From an optimization exercise on the open Yosys and OpenROAD flow, aimed at small area; shortcuts taken in it are not production practice. In this exercise RTL edits were held to simulation tests only and were not proved equivalent to the original. Power is estimated from default activity; no workload was simulated.

==> flow/design.v (outline; a module is shown in full before it is edited, if it fits) <==
// module test_mult_add: 1118 lines
// module test_opt_reg: 20 lines
// module test_pe_unq1: 231 lines
// module cb_unq1: 37 lines
// module cb_unq2: 33 lines
// module sb_unq1: 93 lines
// module pe_tile_new_unq1: 373 lines
module pe_tile_new_unq1 (
clk_in,
config_addr,
config_data,
config_read,
config_write,
out_BUS1_S0_T0,
in_BUS1_S0_T0,
out_BUS1_S0_T1,
in_BUS1_S0_T1,
out_BUS1_S0_T2,
in_BUS1_S0_T2,
out_BUS1_S0_T3,
in_BUS1_S0_T3,
out_BUS1_S0_T4,
in_BUS1_S0_T4,
out_BUS1_S1_T0,
in_BUS1_S1_T0,
out_BUS1_S1_T1,
in_BUS1_S1_T1,
out_BUS1_S1_T2,
in_BUS1_S1_T2,
out_BUS1_S1_T3,
in_BUS1_S1_T3,
out_BUS1_S1_T4,
in_BUS1_S1_T4,
out_BUS1_S2_T0,
in_BUS1_S2_T0,
out_BUS1_S2_T1,
in_BUS1_S2_T1,
out_BUS1_S2_T2,
in_BUS1_S2_T2,
out_BUS1_S2_T3,
in_BUS1_S2_T3,
out_BUS1_S2_T4,
in_BUS1_S2_T4,
out_BUS1_S3_T0,
in_BUS1_S3_T0,
out_BUS1_S3_T1,
in_BUS1_S3_T1,
out_BUS1_S3_T2,
in_BUS1_S3_T2,
out_BUS1_S3_T3,
in_BUS1_S3_T3,
out_BUS1_S3_T4,
in_BUS1_S3_T4,
out_BUS16_S0_T0,
in_BUS16_S0_T0,
out_BUS16_S0_T1,
in_BUS16_S0_T1,
out_BUS16_S0_T2,
in_BUS16_S0_T2,
out_BUS16_S0_T3,
in_BUS16_S0_T3,
out_BUS16_S0_T4,
in_BUS16_S0_T4,
out_BUS16_S1_T0,
in_BUS16_S1_T0,
out_BUS16_S1_T1,
in_BUS16_S1_T1,
out_BUS16_S1_T2,
in_BUS16_S1_T2,
out_BUS16_S1_T3,
in_BUS16_S1_T3,
out_BUS16_S1_T4,
in_BUS16_S1_T4,
out_BUS16_S2_T0,
in_BUS16_S2_T0,
out_BUS16_S2_T1,
in_BUS16_S2_T1,
out_BUS16_S2_T2,
in_BUS16_S2_T2,
out_BUS16_S2_T3,
in_BUS16_S2_T3,
out_BUS16_S2_T4,
in_BUS16_S2_T4,
out_BUS16_S3_T0,
in_BUS16_S3_T0,
out_BUS16_S3_T1,
in_BUS16_S3_T1,
out_BUS16_S3_T2,
in_BUS16_S3_T2,
out_BUS16_S3_T3,
in_BUS16_S3_T3,
out_BUS16_S3_T4,
in_BUS16_S3_T4,
gin_0,
gin_1,
gin_2,
gin_3,
gout,
reset,
tile_id,
read_data
);
  // ...
==> flow/flow/run.sh <==
#!/bin/bash
# Standard ORFS layout (standard.sh, unchanged synthesis) with two changes:
# - port buffers are buf_1 cells;
# - clock tree synthesis uses clkbuf_16 buffers, sink clusters of up to 20
#   flip-flops and no dummy loads.
# Each tool's output is logged under orfs/logs; make's own output goes to
# make.log here.
set -euo pipefail
export BUFFER_PORTS_ARGS="-buffer_cell sky130_fd_sc_hd__buf_1"
export CTS_ARGS="-sink_clustering_enable -repair_clock_nets -dont_use_dummy_load -buf_list sky130_fd_sc_hd__clkbuf_16 -sink_clustering_size 20 -sink_clustering_max_diameter 60"
bash standard.sh "BUFFER_PORTS_ARGS=$BUFFER_PORTS_ARGS" "CTS_ARGS=$CTS_ARGS" finish > make.log 2>&1
==> flow/standard.sh <==
#!/bin/bash
# synth_recipe.tcl (not shown) runs the flow's synth.tcl, then flattens the netlist and writes it again
# the make line also repeats each setting of config.mk as NAME=value (left out here)
make -C /OpenROAD-flow-scripts/flow DESIGN_CONFIG=/design/flow/config.mk WORK_HOME=/design/flow/orfs CLKGATE_MAP_FILE= SYNTH_SCRIPT=/design/flow/synth_recipe.tcl "${@:-finish}"
==> flow/config.mk <==
export PLATFORM = sky130hd
export DESIGN_NAME = pe_tile_new_unq1
export DESIGN_NICKNAME = pe_tile_new_unq1
export VERILOG_FILES = /design/flow/design.v
export SDC_FILE = /design/flow/constraint.sdc
export NUM_CORES = 4
export LEC_CHECK = 0
export CAP_MARGIN = 10
export CORE_MARGIN = 2
export CORE_UTILIZATION = 40
export SLEW_MARGIN = 10
==> flow/constraint.sdc <==
create_clock -name core_clock -period 30.0 [get_ports {clk_in}]
set_input_delay 6.0000 -clock core_clock [delete_from_list [all_inputs] [get_ports {clk_in}]]
set_output_delay 6.0000 -clock core_clock [all_outputs]
set_load 0.01 [all_outputs]
==> metrics.md, run 1 <==
| Metric | Value |
|---|---|
| Buffering overhead | 6.74% |
| Hold EP | cb_bit2.cb_spare_set |
| Hold wc startpoint | cb_bit2.cb_spare_set |
| Non-clk invs | 226 |
| CTS Hold Bufs | 0 |
| Synth Warn # | 8 |
| Hold Violations, Final | 0 |
| Pin count of the biggest net entering global routing | 107 |
| Net Sw Frac | 27.2% |
| Met2 usage | 62.8% |
| Slew @ Worst Pin | 1.52 ns |
| EDFF count, synth | 540 |
| Internal power | 1.73 mW |
| Routed wl met3 | 54,200 µm |
| Crit Path Max Fanout | 21 |
| Layout check faults | max-capacitance violations, max-slew violations |
| Outcome | finished with violations |
| Clock Sinks | 827 |
| Asr flop ratio synth | 34.7% |
| Cells after DPL | 7,353 |
| FMAX | 36.8 MHz |
| Routed vias/inst | 7.44 |
| Synth top cells by count | mux2_2, edfxtp_1, nand2_1 |
| N_taps | 1,917 |
| Most Frequent Cell on Critical Path | fa_1 |
| Mux contribution to synthesized area | 25.2% |
| Die Span Y | 387 µm |
| Max Transition Viols Final | 18 |
| Synth top area share | 27.7% |
| Busiest grt layer | met2 |
| FF+latch count | 827 |
| Final critical-path share of the clock period | 90.6% |
| Detail Placement HPWL | 253,000 µm |
| Logic power comb | 264 µW |
| CTS root buf | clkbuf_16 |
| Largest register FFs | 320 |
| Syn_nets | 5,519 |
| Maxcap violations | 1 |
| Util after Layout | 45.3% |
| Reg2Reg Depth | 49 |
| Synth top area cells | edfxtp_1, mux4_2, mux2_2 |
| Synth Area in Compound Gates | 13.0% |
==> inputs of run 2 (changes only) <==
--- a/flow/config.mk
+++ b/flow/config.mk
@@ -5,7 +5,7 @@
 export SDC_FILE = /design/flow/constraint.sdc
 export NUM_CORES = 4
 export LEC_CHECK = 0
-export CAP_MARGIN = 10
+export CAP_MARGIN = 20
 export CORE_MARGIN = 2
 export CORE_UTILIZATION = 40
-export SLEW_MARGIN = 10
+export SLEW_MARGIN = 20
==> run 2 against run 1 <==
  * The run now finishes clean
  * Sequential share of layout area barely moved
  * Fmax decreased by 1.2%
  * Hold slack better by 0.0015 ns
  * Sequential power hardly changed
==> metrics.md, run 2 <==
| Metric | Value |
|---|---|
| Wirelength per Cell | 46.1 µm (was 45.9 µm) |
| WL final | 344,000 µm (was 343,000 µm) |
| Internal power | 1.73 mW (about the same) |
| Largest register FFs | 320 (unchanged) |
| Pin count of the biggest net entering global routing | 107 (unchanged) |
| Nature of the critical path endpoint | output port (unchanged) |
| Placed inst area | 0.0641 mm² (about the same) |
| Pre-CTS setup slack | 2.81 ns (was 2.96 ns) |
| Share of layout cells above drive strength 1 | 24.8% (about the same) |
| Pwr Density | 36.0 mW/mm² (about the same) |
| Sw Pwr | 646 µW (about the same) |
| Grt total ovfl | 0 (unchanged) |
| Worst min-delay path class | flop to flop (unchanged) |
| # setup viols final | 0 (unchanged) |
| Vias in the first global route | 51,900 (was 51,700) |
| Routability congestion estimate | 1.06 (unchanged) |
| Slew @ Worst Pin | 1.38 ns (was 1.52 ns) |
| Final critical-path share of the clock period | 91.8% (was 90.6%) |
| Maxcap violations | 0 (was 1) |
| Synth Warn # | 8 (unchanged) |
| Cell leakage power | 23.4 nW (about the same) |
| Most flops, register | sb_wide.side.track.id1 (unchanged) |
| Crit Path Max Fanout | 21 (unchanged) |
| Outcome | timing/DRC/antenna clean (was finished with violations) |
| CP max stage delay | 0.82 ns (was 0.78 ns) |
| Clk slew on worst S/H paths | 0.06 ns (about the same) |
| Hold Violations, Final | 0 (unchanged) |
| Post-layout min period | 27.53 ns (was 27.19 ns) |
| CP Launch Type | primary input (unchanged) |
| Clock Sinks | 827 (unchanged) |
| Arr. time, crit path | 21.53 ns (was 21.19 ns) |
| Post-synthesis simple-gate area fraction | 8.07% (unchanged) |
| Unique masters post-synth | 98 (unchanged) |
| Count leader, synth | mux2_2 (unchanged) |
| Synth Area in Compound Gates | 13.0% (unchanged) |
| Worst-Skew Late Latency | 0.71 ns (about the same) |
| Post-Syn Area | 0.0586 mm² (unchanged) |
| Most frequent cells in the layout | buf_1, mux2_2, edfxtp_1 (unchanged) |
| Synth Area in XOR/XNOR | 2.88% (unchanged) |
| Post-route setup slack | 2.47 ns (was 2.81 ns) |
| Port-buffer cells | 800 (unchanged) |
| Detail Placement HPWL | 253,000 µm (about the same) |
| Adder-cell share of the synthesized area | 6.45% (unchanged) |
| Iteration-0 DRC count of the detailed router | 10,500 (was 10,700) |
| Vias | 55,700 (was 55,600) |
| DRC | 0 (unchanged) |
| Synth top area cells | edfxtp_1, mux4_2, mux2_2 (unchanged) |
| Area leader, netlist | edfxtp_1 (unchanged) |
| Num rows | 140 (unchanged) |
| Synthesis-to-layout area growth | 12.6% (about the same) |
| Starting Density | 40.3% (unchanged) |
| Routed vias/inst | 7.46 (was 7.44) |
| Most Frequent Cell on Critical Path | fa_1 (unchanged) |
| Synth Flop Type | edfxtp_1 (unchanged) |
| Part of the power in combinational logic | 11.1% (about the same) |
| EDFF count, synth | 540 (unchanged) |
| Setup_tns | 0 ns (unchanged) |
| Synth top cells by count | mux2_2, edfxtp_1, nand2_1 (unchanged) |
| GRT Resource Usage Total | 44.7% (was 44.5%) |
| Syn_nets | 5,519 (unchanged) |
| CTS-repair resized insts | 0 (unchanged) |
| Largest registers | sb_wide.side.track.id1 (320), sb_1b.sb_fn (60), sb_wide.sb_fn (60) (unchanged) |
| Avg Inst Size Synth | 12.0 µm² (unchanged) |
| Critical path's slowest cell | nand3_1 (unchanged) |
| Number of CTS-inserted buffers | 68 (unchanged) |
| Cells after DPL | 7,353 (unchanged) |
| CTS root buf | clkbuf_16 (unchanged) |
| Max-slew headroom | 8.18% (was -1.34%) |
| Postcts setup bufs | 0 (unchanged) |
| Core Box Area | 0.146 mm² (unchanged) |
| Asr flop ratio synth | 34.7% (unchanged) |
| Net Sw Frac | 27.2% (about the same) |
| FMAX | 36.3 MHz (was 36.8 MHz) |
| Clock Skew | 0.102 ns (was 0.0843 ns) |
| Post-Syn Instances | 4,876 (unchanged) |
| Clock power share | 35.4% (about the same) |
| Synth top area share | 27.7% (unchanged) |
| Initial antenna violation count | 76 (was 79) |
| CTS Hold Bufs | 0 (unchanged) |
| RSZ-0062 raised after global routing | false (unchanged) |
| First-pass GRT wire length | 459,000 µm (was 457,000 µm) |
| CTS Buffer Depth | 3 (unchanged) |
| Commonest non-fill, non-tap cell in the layout | buf_1 (unchanged) |
| Setup CP Type | primary input to output port (unchanged) |
| Critical Path RT | 24.00 ns (about the same) |
| Post-route insts no fill | 7,468 (was 7,475) |
| H-Tree Depth | 3 (unchanged) |
| Post-DRT Antenna Nets | 0 (unchanged) |
| Finished Cell Area | 0.0660 mm² (about the same) |
| Die X | 387 µm (unchanged) |
| Die Span Y | 387 µm (unchanged) |
| Max Transition Viols Final | 0 (was 18) |
| Largest family of logic cells by synthesized area | multiplexers (unchanged) |
| Die area | 0.150 mm² (unchanged) |
| Register bit total from synthesis | 827 (unchanged) |
| Final #Nets | 6,151 (was 6,150) |
| Drt pass-1 iters | 10 (was 9) |
| Util after Layout | 45.3% (about the same) |
| # fillers | 13,500 (was 13,600) |
| Peak VDD IR | 0.0342 mV (was 0.0337 mV) |
| Register area share after synthesis | 40.1% (unchanged) |
| TritonCTS clock tree | done (unchanged) |
| # IOs | 801 (unchanged) |
| Reg power frac | 53.5% (about the same) |
| Mux contribution to synthesized area | 25.2% (unchanged) |
run 2: cell counts after synthesis:
Identical to the previous run, type by type.
run 2: metal layers:
metal	global-route usage [%]	vias up	wire [µm]
li1	-	20200	-
met2	63.5	5797	141000
met1	51.0	28000	112000
met3	21.5	1713	55000
met4	35.6	66	36000
met5	2.52	-	763
run 2: path summary, 6_finish.rpt:
kind | from | endpoint | cells after the start | slack [ns]
worst min register to register | cb_bit2.cb_spare_set | cb_bit2.cb_spare_set | 1 | 0.46
worst max-delay path | in_BUS16_S1_T3[1] | gout | 46 | 2.47
min in group asynchronous | reset | test_pe.inp_code[5] | 2 | 5.44
worst max register to register | cb_data1.cb_sel[1] | sb_wide.side[1].track[1].id1[0] | 47 | 11.50
worst min-delay path | cb_bit2.cb_spare_set | cb_bit2.cb_spare_set | 1 | 0.46
max in group asynchronous | reset | cb_data1.cb_sel[1] | 3 | 22.79
run 2: kinds of logic (layout without fill, tap and decap cells):
logic type,Yosys count,after routing
AOI/OAI and AO/OA,1035,1035
muxes,982,982
and+or+nand+nor,967,967
DFF,827,827
buffers and inverters,657,1287
adders and majority gates,215,215
xor gates and xnor gates,193,193
other,0,45
run 2: per-stage QoR:
stage	hold WS, ns	power (mW)
4_1_cts	0.462	2.34
3_5_place_dp	0.444	1.54
5_1_grt	0.473	2.39
3_3_place_gp	0.441	1.53
6_report	0.460	2.38
2_1_floorplan	0.425	1.38
run 2: area by class of cell:
cell class | instances | area [µm²] | share of cell area [%]
Multi-Input combinational cell | 3392 | 33000 | 49.9
Sequential cell | 827 | 23500 | 35.6
Timing Repair Buffer | 993 | 4460 | 6.75
Tap cell | 1917 | 2400 | 3.63
Clock buffer | 68 | 1700 | 2.58
Inverter | 226 | 858 | 1.30
Antenna cell | 45 | 113 | 0.171
run 2: power by group through the flow:
stage | clock [mW] | combinational [mW] | sequential, mW
2_1_floorplan | 0 | 0.106 | 1.28
3_3_place_gp | 0 | 0.243 | 1.29
3_5_place_dp | 0 | 0.245 | 1.29
4_1_cts | 0.827 | 0.247 | 1.27
5_1_grt | 0.863 | 0.260 | 1.27
6_report | 0.841 | 0.265 | 1.27
run 2: worst max-delay path: cells and delay by family:
kind                     cells  cell delay [ns]
adder cells (fa/ha/maj)     17             7.10
AO/OA/AOI/OAI               10             3.53
AND/OR/NAND/NOR              8             2.10
multiplexers                 2             1.22
buffers and inverters        6             0.80
XOR/XNOR                     3             0.73
==> inputs of run 3 (changes only) <==
==> flow/flow/run.sh (replaced) <==
#!/bin/bash
# Standard ORFS layout (standard.sh, unchanged synthesis) with two changes:
# - port buffers are buf_1 cells;
# - clock tree synthesis uses clkbuf_8 buffers, sink clusters of up to 14
#   flip-flops and no dummy loads.
# Each tool's output is logged under orfs/logs; make's own output goes to
# make.log here.
set -euo pipefail
export BUFFER_PORTS_ARGS="-buffer_cell sky130_fd_sc_hd__buf_1"
export CTS_ARGS="-sink_clustering_enable -repair_clock_nets -dont_use_dummy_load -buf_list sky130_fd_sc_hd__clkbuf_8 -sink_clustering_size 14 -sink_clustering_max_diameter 50"
bash standard.sh "BUFFER_PORTS_ARGS=$BUFFER_PORTS_ARGS" "CTS_ARGS=$CTS_ARGS" finish > make.log 2>&1
==> run 3 against run 2 <==
  * Total power fell by 5.5%
  * Non-clock buffer count unchanged
  * Core utilization decreased by 0.26 points
  * Clock power decreased by 16%
  * Clock skew is 0.014 ns higher
  * Die area is the same
  * Critical endpoint unchanged
  * Still clean on timing, DRC and antenna
  * Cell area fell by 0.58%
  * Synthesized cell count did not move
  * Sequential power is essentially flat
  * Critical path type unchanged
==> metrics.md, run 3 <==
| Metric | Value |
|---|---|
| Outcome | timing/DRC/antenna clean (unchanged) |
| Max Transition Viols Final | 0 (unchanged) |
| Starting Density | 40.3% (unchanged) |
| GRT Resource Usage Total | 44.5% (was 44.7%) |
| Arr. time, crit path | 21.24 ns (was 21.53 ns) |
| CTS-repair resized insts | 0 (unchanged) |
| CTS Hold Bufs | 0 (unchanged) |
| Max-slew headroom | 3.29% (was 8.18%) |
| Core Box Area | 0.146 mm² (unchanged) |
| Most Frequent Cell on Critical Path | fa_1 (unchanged) |
| CP max stage delay | 0.80 ns (was 0.82 ns) |
| CTS Buffer Depth | 3 (unchanged) |
| Setup CP Type | primary input to output port (unchanged) |
| Wirelength per Cell | 45.8 µm (was 46.1 µm) |
| Routed wl met3 | 53,800 µm (was 55,000 µm) |
| Setup_tns | 0 ns (unchanged) |
| Synth Flop Type | edfxtp_1 (unchanged) |
| Worst min-delay path class | flop to flop (unchanged) |
| Placed inst area | 0.0641 mm² (unchanged) |
| FMAX | 36.7 MHz (was 36.3 MHz) |
| Commonest non-fill, non-tap cell in the layout | buf_1 (unchanged) |
| Synth top cells by count | mux2_2, edfxtp_1, nand2_1 (unchanged) |
| Postcts setup bufs | 0 (unchanged) |
| Highest routed layer | met5 (unchanged) |
| Post-route setup slack | 2.76 ns (was 2.47 ns) |
| Pwr Density | 34.2 mW/mm² (was 36.0 mW/mm²) |
| Slew @ Worst Pin | 1.45 ns (was 1.38 ns) |
| Register bit total from synthesis | 827 (unchanged) |
| Routability congestion estimate | 1.06 (unchanged) |
| EDFF count, synth | 540 (unchanged) |
| Asr flop ratio synth | 34.7% (unchanged) |
| Avg Inst Size Synth | 12.0 µm² (unchanged) |
| Synth top area cells | edfxtp_1, mux4_2, mux2_2 (unchanged) |
| Crit Path Max Fanout | 21 (unchanged) |
| # setup viols final | 0 (unchanged) |
| Worst-Skew Late Latency | 0.88 ns (was 0.71 ns) |
| TritonCTS clock tree | done (unchanged) |
| Routed vias/inst | 7.46 (about the same) |
| Num rows | 140 (unchanged) |
| Area leader, netlist | edfxtp_1 (unchanged) |
| Synth top area share | 27.7% (unchanged) |
| Unique masters post-synth | 98 (unchanged) |
| Clock Sinks | 827 (unchanged) |
| Vias | 55,900 (was 55,700) |
| Drt pass-1 iters | 9 (was 10) |
| Most flops, register | sb_wide.side.track.id1 (unchanged) |
| Final #Nets | 6,177 (was 6,151) |
| Final critical-path share of the clock period | 90.8% (was 91.8%) |
| Hold wc startpoint | cb_bit2.cb_spare_set (unchanged) |
| Largest register FFs | 320 (unchanged) |
| Post-route insts no fill | 7,503 (was 7,468) |
| Post-layout min period | 27.24 ns (was 27.53 ns) |
| Syn_nets | 5,519 (unchanged) |
| CP startpoint | in_BUS16_S1_T4[2] (was in_BUS16_S1_T3[1]) |
| # fillers | 13,600 (was 13,500) |
| Cell leakage power | 23.2 nW (was 23.4 nW) |
| Clock Skew | 0.116 ns (was 0.102 ns) |
| Post-Syn Area | 0.0586 mm² (unchanged) |
| Die X | 387 µm (unchanged) |
| WL final | 344,000 µm (about the same) |
| Critical Path RT | 24.00 ns (about the same) |
| Worst path bufs/invs | 8 (was 6) |
| Critical path's slowest cell | nand3_1 (unchanged) |
| Initial antenna violation count | 80 (was 76) |
| H-Tree Depth | 3 (unchanged) |
| Pre-CTS setup slack | 2.81 ns (unchanged) |
| Reg2reg start | cb_data1.cb_sel[1] (unchanged) |
| First-pass GRT wire length | 457,000 µm (was 459,000 µm) |
| Cells after DPL | 7,353 (unchanged) |
| Delay-heaviest family, CP | adder cells (unchanged) |
| Grt total ovfl | 0 (unchanged) |
| DRC | 0 (unchanged) |
| Number of CTS-inserted buffers | 94 (was 68) |
| Iteration-0 DRC count of the detailed router | 10,500 (about the same) |
| CP Launch Type | primary input (unchanged) |
| Die Span Y | 387 µm (unchanged) |
| Clk slew on worst S/H paths | 0.03 ns (was 0.06 ns) |
| Count leader, synth | mux2_2 (unchanged) |
| RSZ-0062 raised after global routing | false (unchanged) |
| # IOs | 801 (unchanged) |
| Nature of the critical path endpoint | output port (unchanged) |
| Share of layout cells above drive strength 1 | 25.2% (was 24.8%) |
| Detail Placement HPWL | 253,000 µm (unchanged) |
| Hold Violations, Final | 0 (unchanged) |
| Largest registers | sb_wide.side.track.id1 (320), sb_1b.sb_fn (60), sb_wide.sb_fn (60) (unchanged) |
| Maxcap violations | 0 (unchanged) |
| Synthesis-to-layout area growth | 12.0% (was 12.6%) |
| Post-DRT Antenna Nets | 0 (unchanged) |
| CTS root buf | clkbuf_8 (was clkbuf_16) |
| Vias in the first global route | 52,100 (was 51,900) |
| Pin count of the biggest net entering global routing | 107 (unchanged) |
| Peak VDD IR | 0.0275 mV (was 0.0342 mV) |
| Post-Syn Instances | 4,876 (unchanged) |
| Synth Warn # | 8 (unchanged) |
| M1 WL | 112,000 µm (about the same) |
| Finished Cell Area | 0.0656 mm² (was 0.0660 mm²) |
| Hold Worst Slack | 0.453 ns (was 0.460 ns) |
| Register area share after synthesis | 40.1% (unchanged) |
| Die area | 0.150 mm² (unchanged) |
| Most frequent cells in the layout | buf_1, mux2_2, edfxtp_1 (unchanged) |
| Met2 routed WL | 141,000 µm (about the same) |
| Port-buffer cells | 800 (unchanged) |
[run 3: cell types whose count changed in the layout (fill, tap and decap cells not counted), sizes merged]
cell and delta:
clkbuf +26, diode +9
[run 3: through the flow]
step,util (%),total power [mW]
after global routing,45.0,2.27
after detailed placement,44.1,1.54
final,45.1,2.25
after CTS,45.0,2.21
after floorplan,-,1.38
after global placement,44.1,1.53
[run 3: layout make-up]
| type | count | area (µm²) | area share [%] |
|---|---|---|---|
| multi-input cells | 3392 | 33000 | 50.2 |
| inverters | 226 | 858 | 1.31 |
| clock buffers | 94 | 1290 | 1.97 |
| well taps | 1917 | 2400 | 3.65 |
| diodes | 54 | 135 | 0.206 |
| repair buffers | 993 | 4460 | 6.79 |
| flip-flops and latches | 827 | 23500 | 35.8 |
[run 3: where the power goes]
group	internal, mW	switching (mW)
combinational	0.0822	0.183
clock	0.277	0.434
sequential	1.25	0.0230
[run 3: path summary, 6_finish.rpt]
path | to | slack, ns | depth (start not counted)
hold / removal | cb_bit2.cb_spare_set | 0.45 | 1
hold reg to reg | cb_bit2.cb_spare_set | 0.45 | 1
max in group asynchronous | cb_data1.cb_sel[1] | 22.95 | 3
setup reg to reg | sb_wide.side[1].track[1].id1[3] | 11.84 | 48
min in group asynchronous | test_pe.inp_code[5] | 5.25 | 2
setup / recovery | gout | 2.76 | 48
[run 3: cells by family (layout without fill, tap and decap cells)]
| kind of cell | count (synthesis) | count (layout) | synth area share, % |
|---|---|---|---|
| xor gates and xnor gates | 193 | 193 | 2.88 |
| and+or+nand+nor | 967 | 967 | 8.07 |
| adders and majority gates | 215 | 215 | 6.45 |
| buffers and inverters | 657 | 1313 | 4.31 |
| other | 0 | 54 | 0 |
| AOI/OAI and AO/OA | 1035 | 1035 | 13.0 |
| DFF | 827 | 827 | 40.1 |
| muxes | 982 | 982 | 25.2 |
[run 3: metal layers]
| layer | vias to the layer above | GRT usage, % |
|---|---|---|
| li1 | 20300 | - |
| met1 | 27900 | 51.1 |
| met2 | 5943 | 62.6 |
| met3 | 1740 | 21.0 |
| met4 | 58 | 36.9 |
| met5 | - | 1.82 |
==> inputs of run 4 (changes only) <==
==> flow/flow/run.sh (replaced) <==
#!/bin/bash
# Standard ORFS layout (standard.sh, unchanged synthesis) with two changes:
# - port buffers are buf_1 cells;
# - clock tree synthesis uses clkbuf_4 buffers, sink clusters of up to 8
#   flip-flops and no dummy loads.
# Each tool's output is logged under orfs/logs; make's own output goes to
# make.log here.
set -euo pipefail
export BUFFER_PORTS_ARGS="-buffer_cell sky130_fd_sc_hd__buf_1"
export CTS_ARGS="-sink_clustering_enable -repair_clock_nets -dont_use_dummy_load -buf_list sky130_fd_sc_hd__clkbuf_4 -sink_clustering_size 8 -sink_clustering_max_diameter 40"
bash standard.sh "BUFFER_PORTS_ARGS=$BUFFER_PORTS_ARGS" "CTS_ARGS=$CTS_ARGS" finish > make.log 2>&1
==> run 4 against run 3 <==
  * Non-clock buffer count unchanged
  * Wire length increased by 0.23%
  * Critical path depth unchanged
  * Still clean
  * Critical endpoint unchanged
  * Critical path type unchanged
  * Highest routed layer unchanged
==> metrics.md, run 4 <==
| Metric | Value |
|---|---|
| Outcome | timing/DRC/antenna clean (unchanged) |
| Post-DRT Antenna Nets | 0 (unchanged) |
| GRT Resource Usage Total | 44.8% (was 44.5%) |
| Die area | 0.150 mm² (unchanged) |
| Vias in the first global route | 52,600 (was 52,100) |
| Synth top cells by count | mux2_2, edfxtp_1, nand2_1 (unchanged) |
| Synth top area cells | edfxtp_1, mux4_2, mux2_2 (unchanged) |
| Clock power share | 29.8% (was 31.6%) |
| Synth Warn # | 8 (unchanged) |
| Reg2reg start | cb_data1.cb_sel[1] (unchanged) |
| # IOs | 801 (unchanged) |
| Internal power | 1.55 mW (was 1.61 mW) |
| Net Sw Frac | 29.4% (was 28.5%) |
| DRC | 0 (unchanged) |
| # setup viols final | 0 (unchanged) |
| Drt pass-1 iters | 12 (was 9) |
| Synth top area share | 27.7% (unchanged) |
| Arr. time, crit path | 21.28 ns (was 21.24 ns) |
| Asr flop ratio synth | 34.7% (unchanged) |
| Initial antenna violation count | 87 (was 80) |
| Routability congestion estimate | 1.06 (unchanged) |
| Largest registers | sb_wide.side.track.id1 (320), sb_1b.sb_fn (60), sb_wide.sb_fn (60) (unchanged) |
| Commonest non-fill, non-tap cell in the layout | buf_1 (unchanged) |
| FMAX | 36.7 MHz (about the same) |
| Pwr Density | 33.5 mW/mm² (was 34.2 mW/mm²) |
| Core Box Area | 0.146 mm² (unchanged) |
| Most Frequent Cell on Critical Path | fa_1 (unchanged) |
| Cell leakage power | 23.2 nW (about the same) |
| Syn_nets | 5,519 (unchanged) |
| Avg Inst Size Synth | 12.0 µm² (unchanged) |
| Clock Skew | 0.154 ns (was 0.116 ns) |
| R2r setup slk | 11.85 ns (was 11.84 ns) |
| Worst min-delay path class | flop to flop (unchanged) |
| Setup_tns | 0 ns (unchanged) |
| CP Capture Point | gout (unchanged) |
| Number of CTS-inserted buffers | 141 (was 94) |
| Critical path's slowest cell | nand3_1 (unchanged) |
| CTS root buf | clkbuf_4 (was clkbuf_8) |
| Pin count of the biggest net entering global routing | 107 (unchanged) |
| Peak VDD IR | 0.0354 mV (was 0.0275 mV) |
| Detail Placement HPWL | 253,000 µm (unchanged) |
| Slew @ Worst Pin | 1.39 ns (was 1.45 ns) |
| Port-buffer cells | 800 (unchanged) |
| Most frequent cells in the layout | buf_1, mux2_2, edfxtp_1 (unchanged) |
| Num rows | 140 (unchanged) |
| Post-layout min period | 27.28 ns (was 27.24 ns) |
| Max-slew headroom | 7.18% (was 3.29%) |
| H-Tree Depth | 4 (was 3) |
| Post-Syn Area | 0.0586 mm² (unchanged) |
| CP max stage delay | 0.79 ns (was 0.80 ns) |
| Grt total ovfl | 0 (unchanged) |
| Part of the power in combinational logic | 12.1% (was 11.8%) |
| CP Launch Type | primary input (unchanged) |
| Most flops, register | sb_wide.side.track.id1 (unchanged) |
| Final critical-path share of the clock period | 90.9% (was 90.8%) |
| Hold Violations, Final | 0 (unchanged) |
| Routed vias/inst | 7.43 (was 7.46) |
| Clock Sinks | 827 (unchanged) |
| Die X | 387 µm (unchanged) |
| Wirelength per Cell | 45.6 µm (was 45.8 µm) |
| EDFF count, synth | 540 (unchanged) |
| Share of layout cells above drive strength 1 | 25.8% (was 25.2%) |
| Vias | 56,100 (was 55,900) |
| Worst-Skew Late Latency | 1.24 ns (was 0.88 ns) |
| Critical Path RT | 24.00 ns (about the same) |
| Postcts setup bufs | 0 (unchanged) |
| Area leader, netlist | edfxtp_1 (unchanged) |
| Largest register FFs | 320 (unchanged) |
| Setup CP Type | primary input to output port (unchanged) |
| # fillers | 13,600 (about the same) |
| Clk slew on worst S/H paths | 0.07 ns (was 0.03 ns) |
| Crit Path Max Fanout | 21 (unchanged) |
| Nature of the critical path endpoint | output port (unchanged) |
| Synthesis-to-layout area growth | 11.6% (was 12.0%) |
| First-pass GRT wire length | 459,000 µm (was 457,000 µm) |
| Unique masters post-synth | 98 (unchanged) |
| Starting Density | 40.3% (unchanged) |
| Register area share after synthesis | 40.1% (unchanged) |
| Maxcap violations | 0 (unchanged) |
| Util after Layout | 44.9% (was 45.1%) |
| Count leader, synth | mux2_2 (unchanged) |
| CTS Hold Bufs | 0 (unchanged) |
| Sw Pwr | 643 µW (was 640 µW) |
| Die Span Y | 387 µm (unchanged) |
| Max Transition Viols Final | 0 (unchanged) |
| CTS-repair resized insts | 0 (unchanged) |
| TritonCTS clock tree | done (unchanged) |
| Worst R2R End | sb_wide.side[3].track[4].id1[3] (was sb_wide.side[1].track[1].id1[3]) |
| Reg power frac | 58.1% (was 56.6%) |
| RSZ-0062 raised after global routing | false (unchanged) |
| WL final | 345,000 µm (was 344,000 µm) |
| Register bit total from synthesis | 827 (unchanged) |
| Final #Nets | 6,224 (was 6,177) |
| Reg2Reg Depth | 49 (was 48) |
| CP startpoint | in_BUS16_S1_T4[2] (unchanged) |
| Synth Flop Type | edfxtp_1 (unchanged) |
| Post-Syn Instances | 4,876 (unchanged) |
| CTS Buffer Depth | 3 (unchanged) |
| Iteration-0 DRC count of the detailed router | 10,600 (was 10,500) |
-- run 4: cell counts after synthesis --
Identical to the previous run, type by type.
-- run 4: worst min path at each step --
stage / start / to / depth (start not counted)
floorplan: cb_bit0.cb_spare_set / cb_bit0.cb_spare_set / 1
global placement: cb_data0.cb_spare_set / cb_data0.cb_spare_set / 1
detailed placement: cb_data0.cb_spare_set / cb_data0.cb_spare_set / 1
CTS: cb_cg_en.cb_spare_set / cb_cg_en.cb_spare_set / 1
global route: cb_bit2.cb_spare_set / cb_bit2.cb_spare_set / 1
finish: cb_bit2.cb_spare_set / cb_bit2.cb_spare_set / 1
-- run 4: cell type report --
| cell class | instances | area, µm² | share of cell area, % |
|---|---|---|---|
| Clock buffer | 141 | 1060 | 1.62 |
| Antenna cell | 54 | 135 | 0.207 |
| Inverter | 226 | 858 | 1.31 |
| Tap cell | 1917 | 2400 | 3.67 |
| Multi-Input combinational cell | 3392 | 33000 | 50.4 |
| Sequential cell | 827 | 23500 | 36.0 |
| Timing Repair Buffer | 993 | 4460 | 6.81 |
-- run 4: metrics by stage --
| step | hold WS, ns | setup slack, ns | cells | instance area [µm²] | power (mW) |
|---|---|---|---|---|---|
| 2_1_floorplan | 0.425 | 5.27 | 4876 | 58600 | 1.38 |
| 3_3_place_gp | 0.441 | 3.10 | 7353 | 64100 | 1.53 |
| 3_5_place_dp | 0.444 | 2.81 | 7353 | 64100 | 1.54 |
| 4_1_cts | 0.465 | 2.85 | 7494 | 65200 | 2.15 |
| 5_1_grt | 0.476 | 2.02 | 7529 | 65300 | 2.21 |
| 6_report | 0.462 | 2.72 | 7550 | 65400 | 2.19 |
-- run 4: kinds of logic (layout without fill, tap and decap cells) --
kind of cell / count (synthesis) / after routing / synth area share (%)
flip-flops: 827 / 827 / 40.1
AO/OA/AOI/OAI: 1035 / 1035 / 13.0
AND/OR/NAND/NOR: 967 / 967 / 8.07
XOR/XNOR: 193 / 193 / 2.88
other: 0 / 54 / 0
buffers and inverters: 657 / 1360 / 4.31
multiplexers: 982 / 982 / 25.2
adder cells (fa/ha/maj): 215 / 215 / 6.45
-- run 4: power by group through the flow --
| stage | clock network (mW) | logic, mW | registers (mW) |
|---|---|---|---|
| after floorplan | 0 | 0.106 | 1.28 |
| after global placement | 0 | 0.243 | 1.29 |
| after detailed placement | 0 | 0.245 | 1.29 |
| after CTS | 0.639 | 0.246 | 1.27 |
| after global routing | 0.680 | 0.260 | 1.27 |
| final | 0.653 | 0.265 | 1.27 |
-- run 4: layer usage --
metal / vias up / routed length (µm) / global-route usage [%] / part of all wire [%]
met3: 1791 / 55300 / 22.1 / 16
met5: - / 552 / 2.52 / 0.16
li1: 20400 / - / - / -
met4: 70 / 36200 / 36.1 / 11
met1: 27800 / 112000 / 51.1 / 32
met2: 5991 / 141000 / 63.0 / 41
-- run 4: worst max-delay path: cells and delay by family --
| kind | cells | cell delay, ns |
|---|---|---|
| mux | 2 | 0.75 |
| simple gates | 8 | 2.07 |
| compound gates | 10 | 3.16 |
| xor+xnor | 3 | 0.72 |
| buf+inv | 8 | 1.43 |
| fa+ha+maj | 17 | 7.10 |

re-timing with driven ports:
No port has a modelled driver above. Below, the same layouts with a new extraction and two added sets of constraints. Step 1 (the two cells are an assumption about what drives the block):
set clk [get_ports {clk_in}]
set_driving_cell -lib_cell sky130_fd_sc_hd__clkbuf_16 $clk
set_driving_cell -lib_cell sky130_fd_sc_hd__buf_2 [delete_from_list [all_inputs] $clk]
Step 2 times the ports against the registers' clock, not the clock port: input delays grow and output delays shrink by t, the midpoint of the rising clock arrivals with the driver on. Three values: ideal ports, drivers, drivers and shift; two values: the first two.
run	t, ns	slack for setup (ns)	worst slew at a driven data input, ns
run 1	0.750	2.813 / 2.765 / 2.765	0.50
run 2	0.740	2.469 / 2.420 / 2.420	0.52
run 3	0.910	2.759 / 2.710 / 2.710	0.34
run 4	1.240	2.721 / 2.678 / 2.678	0.52
